Background: an optimization exercise with open tools, aiming at small area and a short achievable clock period. Do not read the settings as production practice.
RTL that was checked went through simulation tests only; none was proved equivalent to the original.
No driver is modelled on the clock port, so clock power and skew are understated where the tree is cut down; a real chip needs a root buffer or a tree.
Power is estimated from default activity; no workload was simulated.

==> module ultrasonido, before the edit <==
module ultrasonido(clk, trig, echo, distancia, init, done);
input init;
input clk;
input echo;
output reg trig;
output reg [8:0] distancia;
output reg done;
reg [22:0] t;
localparam [22:0] INV = 23'h2AAAAA;
wire [22:0] s = t ^ INV;
wire zero22 = (s[21:0] == 22'd0);
wire next_z = zero22 & s[22];           
wire cur_z = zero22 & ~s[22];           
wire end_w = s[22] & s[20] & s[19] & s[11] & s[10] & ~s[6];
wire win = next_z | ((trig | cur_z) & ~end_w);
wire fb = s[22] ^ s[17] ^ zero22;
reg [8:0] q;
reg [16:0] R;
reg h;
localparam [16:0] ROFF = 17'd31072;
wire last = ~R[16] & q[7] & q[8] & q[4] & ~R[11] & q[1] & R[12] & R[9] & R[1]
          & ~R[5] & ~q[3] & ~R[13] & ~q[0] & ~q[2] & ~q[6] & R[0] & ~R[8] & ~R[4];
wire [17:0] S = {1'b0, R} + 18'd17;
wire co = S[17];
wire pa = h & ~trig;                    
wire clr = ~h | (pa & last);
wire [16:0] R_nx = clr ? ROFF : pa ? (co ? (S[16:0] | ROFF) : S[16:0]) : R;
wire [8:0] q_nx = clr ? 9'd0 : q + {8'd0, pa & co};
wire [8:0] dist_d;
wire trig_d, done_d, h_d;
wire [22:0] t_d;
ultrasonido_io io (
	.init(init), .echo(echo), .win(win), .h(h), .Kn(win | ~h), .done(done),
	.distancia(distancia), .qn(q_nx), .t(t[21:0]), .fb(fb),
	.trig_d(trig_d), .done_d(done_d), .h_d(h_d), .dist_d(dist_d),
	.t_d(t_d));
always @(posedge clk) begin
	t <= t_d;
	q <= q_nx;
	R <= R_nx;
	h <= h_d;
	trig <= trig_d;
	done <= done_d;
	distancia <= dist_d;
end
endmodule
==> module ultrasonido_io, before the edit <==
module ultrasonido_io(init, echo, win, h, Kn, done, distancia, qn, t, fb,
                      trig_d, done_d, h_d, dist_d, t_d);
input init, echo, win, h, done;
input Kn;                               
input [8:0] distancia, qn;
input [21:0] t;                         
input fb;                               
output trig_d, done_d, h_d;
output [8:0] dist_d;
output [22:0] t_d;
wire act = ~win & echo;                 
wire lowev = ~win & ~echo;              
wire ld = ~(echo | Kn);                 
assign trig_d = init & win;
assign done_d = init & (done | lowev);
assign h_d = init & (act | (h & ~lowev));
assign dist_d = ld ? (qn & {9{init}}) : (distancia & {9{init}});
assign t_d = init ? {~t, fb} : 23'h2AAAAA;
endmodule
export LEC_CHECK = 0
export CAP_MARGIN = 20
export CORE_MARGIN = 2
export CORE_UTILIZATION = 70
export SLEW_MARGIN = 20
export SYNTH_HIERARCHICAL = 1
create_clock -name core_clock -period 18.0 [get_ports {clk}]
standard.sh (not shown) runs the stock make flow with config.mk's settings and CLKGATE_MAP_FILE= SYNTH_SCRIPT=/design/flow/synth_recipe.tcl, a recipe that flattens the netlist after the stock synthesis.
==> flow/flow/run.sh <==
#!/bin/bash
# The standard ORFS layout (standard.sh), in two runs of make:
#  1. synthesis to CTS, after which the clock tree is replaced by a few clock
#     buffers on the clock port (flow/post_cts.tcl, flow/clock_leaves.tcl);
#  2. global route to the end, with a larger setup margin for repair_timing.
set -e
export FLOW_FLOW_DIR=$PWD/flow
export FLOW_SYNTH_TCL=$PWD/synth_recipe.tcl
export FLOW_ABC_AREA_SCRIPT=$PWD/flow/abc_area_map.script
bash standard.sh BUFFER_PORTS_ARGS="-buffer_cell sky130_fd_sc_hd__buf_2" CTS_ARGS="-sink_clustering_enable -repair_clock_nets -dont_use_dummy_load" SETUP_SLACK_MARGIN=13.0 SYNTH_SCRIPT=$PWD/flow/area_synth_all.tcl POST_CTS_TCL=$PWD/flow/post_cts.tcl cts > standard_to_cts.log 2>&1
bash standard.sh BUFFER_PORTS_ARGS="-buffer_cell sky130_fd_sc_hd__buf_2" CTS_ARGS="-sink_clustering_enable -repair_clock_nets -dont_use_dummy_load" SETUP_SLACK_MARGIN=13.0 SETUP_SLACK_MARGIN=13.7 SYNTH_SCRIPT=$PWD/flow/area_synth_all.tcl POST_CTS_TCL=$PWD/flow/post_cts.tcl finish > standard_finish.log 2>&1
Other scripts of this flow, unchanged in this note and not shown: flow/flow/abc_area_map.script, flow/flow/area_synth_all.tcl, flow/flow/clock_leaves.tcl, flow/flow/post_cts.tcl
Edit:
==> flow/design.v (replaced) <==
`timescale 1ns / 1ps
module ultrasonido(clk, trig, echo, distancia, init, done);
input init;
input clk;
input echo;
output reg trig;
output reg [8:0] distancia;
output reg done;
reg pa;       
reg [22:0] t;
localparam [22:0] INV = 23'h2AAAAA;
wire [22:0] s = t ^ INV;
wire zero22 = (s[21:0] == 22'd0);
wire next_z = zero22 & s[22];           
wire cur_z = zero22 & ~s[22];           
wire end_w = s[22] & s[20] & s[19] & s[11] & s[10] & ~s[6];
wire win = next_z | ((trig | cur_z) & ~end_w);
wire fb = s[22] ^ s[17] ^ zero22;
reg [8:0] q;
reg [16:0] R;
reg h;
localparam [16:0] ROFF = 17'd31072;
wire last = ~R[16] & q[7] & q[8] & q[4] & ~R[11] & q[1] & R[12] & R[9] & R[1]
          & ~R[5] & ~q[3] & ~R[13] & ~q[0] & ~q[2] & ~q[6] & R[0] & ~R[8] & ~R[4];
wire [17:0] S = {1'b0, R} + 18'd17;
wire co = S[17];
wire clr = ~h | (pa & last);
wire [16:0] R_nx = clr ? ROFF : pa ? (co ? (S[16:0] | ROFF) : S[16:0]) : R;
wire [8:0] q_nx = clr ? 9'd0 : q + {8'd0, pa & co};
wire [8:0] dist_d;
wire trig_d, done_d, pa_d, h_d;
wire [22:0] t_d;
ultrasonido_io io (
	.init(init), .echo(echo), .win(win), .h(h), .Kn(win | ~h), .done(done),
	.distancia(distancia), .qn(q_nx), .t(t[21:0]), .fb(fb),
	.trig_d(trig_d), .done_d(done_d), .pa_d(pa_d), .h_d(h_d), .dist_d(dist_d),
	.t_d(t_d));
always @(posedge clk) begin
	pa <= pa_d;
	t <= t_d;
	q <= q_nx;
	R <= R_nx;
	h <= h_d;
	trig <= trig_d;
	done <= done_d;
	distancia <= dist_d;
end
endmodule
module ultrasonido_io(init, echo, win, h, Kn, done, distancia, qn, t, fb,
                      trig_d, done_d, pa_d, h_d, dist_d, t_d);
input init, echo, win, h, done;
input Kn;                               
input [8:0] distancia, qn;
input [21:0] t;                         
input fb;                               
output trig_d, done_d, pa_d, h_d;
output [8:0] dist_d;
output [22:0] t_d;
wire act = ~win & echo;                 
wire lowev = ~win & ~echo;              
wire ld = ~(echo | Kn);                 
assign trig_d = init & win;
assign done_d = init & (done | lowev);
assign pa_d = init & act;
assign h_d = init & (act | (h & ~lowev));
wire init_n = ~init;
ultrasonido_dbit db[8:0] (.ld(ld), .init_n(init_n), .a(qn), .b(distancia), .y(dist_d));
assign t_d = init ? {~t, fb} : 23'h2AAAAA;
endmodule
module ultrasonido_dbit(ld, init_n, a, b, y);
input ld, init_n, a, b;
output y;
assign y = ~init_n & (ld ? a : b);
endmodule
After rerunning:
- The changed run passed the timing, DRC and antenna checks
- core utilization grows by 1.3 points
- final cell count falls by about 1%
- worst setup slack hardly moves
- design area increases by about 1.6%
- synthesized cell count goes down by 2.6%
- worst hold slack loses 12 ps
- power decreases by about 3%
- clock power rose by about 0.8%
- area after synthesis barely changes
- global-route usage climbs by 1.8 points
- flip-flop and latch count went up by 1
- via count went up by about 2.5%
- register-to-register slack improved by 160 ps
- routed wire length increases by 7.9%
No functional check of the RTL was part of any run of this note. In every run of this note, the design's own scripts or RTL, not TritonCTS, make the clock network.


Another version of the RTL of ultrasonido (not shown whole).
Size: ~230 cells after synthesis, about 14 I/O pins, about 2200 um^2 of cells after synthesis.
==> module ultrasonido, before the edit <==
module ultrasonido(clk, trig, echo, distancia, init, done);
input init;
input clk;
input echo;
output reg trig;
output reg [8:0] distancia;
output reg done;
reg pr;       
reg pa;       
reg [22:0] t;
localparam [22:0] INV = 23'h2AAAAA;
wire [22:0] s = t ^ INV;
wire zero22 = (s[21:0] == 22'd0);
wire next_z = zero22 & s[22];           
wire cur_z = zero22 & ~s[22];           
wire end_w = s[22] & s[20] & s[19] & s[11] & s[10] & ~s[6];
wire win = pr | next_z | ((trig | cur_z) & ~end_w);
wire [22:0] s_nx = pr ? 23'd1 : {s[21:0], s[22] ^ s[17] ^ zero22};
reg [8:0] q;
reg [16:0] R;
reg h;
localparam [16:0] ROFF = 17'd31072;
wire last = ~R[16] & q[7] & q[8] & q[4] & ~R[11] & q[1] & R[12] & R[9] & R[1]
          & ~R[5] & ~q[3] & ~R[13] & ~q[0] & ~q[2] & ~q[6] & R[0] & ~R[8] & ~R[4];
wire [17:0] S = {1'b0, R} + 18'd17;
wire co = S[17];
wire clr = ~h | (pa & last);
wire [16:0] R_nx = clr ? ROFF : pa ? (co ? (S[16:0] | ROFF) : S[16:0]) : R;
wire [8:0] q_nx = clr ? 9'd0 : q + {8'd0, pa & co};
wire [8:0] dist_d;
wire trig_d, done_d, pa_d, h_d;
ultrasonido_io io (
	.init(init), .echo(echo), .win(win), .h(h), .Kn(win | ~h), .done(done),
	.distancia(distancia), .qn(q_nx),
	.trig_d(trig_d), .done_d(done_d), .pa_d(pa_d), .h_d(h_d), .dist_d(dist_d));
always @(posedge clk) begin
	pr <= ~init;
	pa <= pa_d;
	t <= s_nx ^ INV;
	q <= q_nx;
	R <= R_nx;
	h <= h_d;
	trig <= trig_d;
	done <= done_d;
	distancia <= dist_d;
end
endmodule
==> module ultrasonido_io, before the edit <==
module ultrasonido_io(init, echo, win, h, Kn, done, distancia, qn,
                      trig_d, done_d, pa_d, h_d, dist_d);
input init, echo, win, h, done;
input Kn;                               
input [8:0] distancia, qn;
output trig_d, done_d, pa_d, h_d;
output [8:0] dist_d;
wire act = ~win & echo;                 
wire lowev = ~win & ~echo;              
wire ld = ~(echo | Kn);                 
assign trig_d = init & win;
assign done_d = init & (done | lowev);
assign pa_d = init & act;
assign h_d = init & (act | (h & ~lowev));
assign dist_d = ld ? (qn & {9{init}}) : (distancia & {9{init}});
endmodule
==> flow/config.mk <==
export PLATFORM = sky130hd
export DESIGN_NAME = ultrasonido
export DESIGN_NICKNAME = ultrasonido
export VERILOG_FILES = /design/flow/design.v
export SDC_FILE = /design/flow/constraint.sdc
export NUM_CORES = 4
export LEC_CHECK = 0
export CAP_MARGIN = 20
export CORE_MARGIN = 2
export CORE_UTILIZATION = 70
export SLEW_MARGIN = 20
export SYNTH_HIERARCHICAL = 1
==> flow/constraint.sdc <==
create_clock -name core_clock -period 18.0 [get_ports {clk}]
set_input_delay 3.6000 -clock core_clock [delete_from_list [all_inputs] [get_ports {clk}]]
set_output_delay 3.6000 -clock core_clock [all_outputs]
set_load 0.01 [all_outputs]
Scripts as last shown in full above: flow/flow/run.sh
Other scripts of this flow, unchanged in this note and not shown: flow/flow/abc_area_map.script, flow/flow/area_synth_all.tcl, flow/flow/clock_leaves.tcl, flow/flow/post_cts.tcl
The first run went through all stages and came out clean.
Then changed:
==> flow/design.v (replaced) <==
`timescale 1ns / 1ps
module ultrasonido(clk, trig, echo, distancia, init, done);
input init;
input clk;
input echo;
output reg trig;
output reg [8:0] distancia;
output reg done;
reg pa;       
reg [22:0] t;
localparam [22:0] INV = 23'h2AAAAA;
wire [22:0] s = t ^ INV;
wire zero22 = (s[21:0] == 22'd0);
wire next_z = zero22 & s[22];           
wire cur_z = zero22 & ~s[22];           
wire end_w = s[22] & s[20] & s[19] & s[11] & s[10] & ~s[6];
wire win = next_z | ((trig | cur_z) & ~end_w);
wire fb = s[22] ^ s[17] ^ zero22;
reg [8:0] q;
reg [16:0] R;
reg h;
localparam [16:0] ROFF = 17'd31072;
wire last = ~R[16] & q[7] & q[8] & q[4] & ~R[11] & q[1] & R[12] & R[9] & R[1]
          & ~R[5] & ~q[3] & ~R[13] & ~q[0] & ~q[2] & ~q[6] & R[0] & ~R[8] & ~R[4];
wire [17:0] S = {1'b0, R} + 18'd17;
wire co = S[17];
wire clr = ~h | (pa & last);
wire [16:0] R_nx = clr ? ROFF : pa ? (co ? (S[16:0] | ROFF) : S[16:0]) : R;
wire [8:0] q_nx = clr ? 9'd0 : q + {8'd0, pa & co};
wire [8:0] dist_d;
wire trig_d, done_d, pa_d, h_d;
wire [22:0] t_d;
ultrasonido_io io (
	.init(init), .echo(echo), .win(win), .h(h), .Kn(win | ~h), .done(done),
	.distancia(distancia), .qn(q_nx), .t(t[21:0]), .fb(fb),
	.trig_d(trig_d), .done_d(done_d), .pa_d(pa_d), .h_d(h_d), .dist_d(dist_d),
	.t_d(t_d));
always @(posedge clk) begin
	pa <= pa_d;
	t <= t_d;
	q <= q_nx;
	R <= R_nx;
	h <= h_d;
	trig <= trig_d;
	done <= done_d;
	distancia <= dist_d;
end
endmodule
module ultrasonido_io(init, echo, win, h, Kn, done, distancia, qn, t, fb,
                      trig_d, done_d, pa_d, h_d, dist_d, t_d);
input init, echo, win, h, done;
input Kn;                               
input [8:0] distancia, qn;
input [21:0] t;                         
input fb;                               
output trig_d, done_d, pa_d, h_d;
output [8:0] dist_d;
output [22:0] t_d;
wire act = ~win & echo;                 
wire lowev = ~win & ~echo;              
wire ld = ~(echo | Kn);                 
assign trig_d = init & win;
assign done_d = init & (done | lowev);
assign pa_d = init & act;
assign h_d = init & (act | (h & ~lowev));
assign dist_d = ld ? (qn & {9{init}}) : (distancia & {9{init}});
assign t_d = init ? {~t, fb} : 23'h2AAAAA;
endmodule
Effect: The changed run completed without violations. Total power rises by 1.2%. Combinational power rises by 60%. First-iteration DRC count falls by 1.0%. Fmax hardly moves. Global-route usage falls by 1.8 points. Setup slack stays flat. Routed wire length falls by 9.0%.
In every run of this note, the design's own scripts or RTL, not TritonCTS, make the clock network.

static timing again, ports no longer ideal:
The results above use ideal ports. As a check the final layouts listed here were re-extracted and re-timed, cells and wires unchanged.
Step 1: set_driving_cell puts a clkbuf_16 on clk and a buf_2 on each other input, an assumption about the parent block.
Step 2 moves the port delays by t, midway between the first and last clock arrival at a register: inputs arrive t later, outputs are due t later. That takes back most of the time a late clock gives input paths.
a / b / c = ideal / step 1 / step 2; a / b = the first two.
run | t, ns | slack for setup (ns) | worst setup path after step 2
the first run of note 1 | 0.195 | 13.742 / 13.693 / 13.611 | input to register
the second run of note 1 | 0.191 | 13.741 / 13.718 / 13.570 | input to register
the first run of note 2 | 0.199 | 13.774 / 13.722 / 13.631 | input to register
the second run of note 2 | 0.194 | 13.773 / 13.726 / 13.616 | input to register
After both steps every run listed still meets setup and hold. The setup slack of the second run of note 1, which loses most, moves by -0.023 ns with the drivers and by -0.171 ns with both steps.
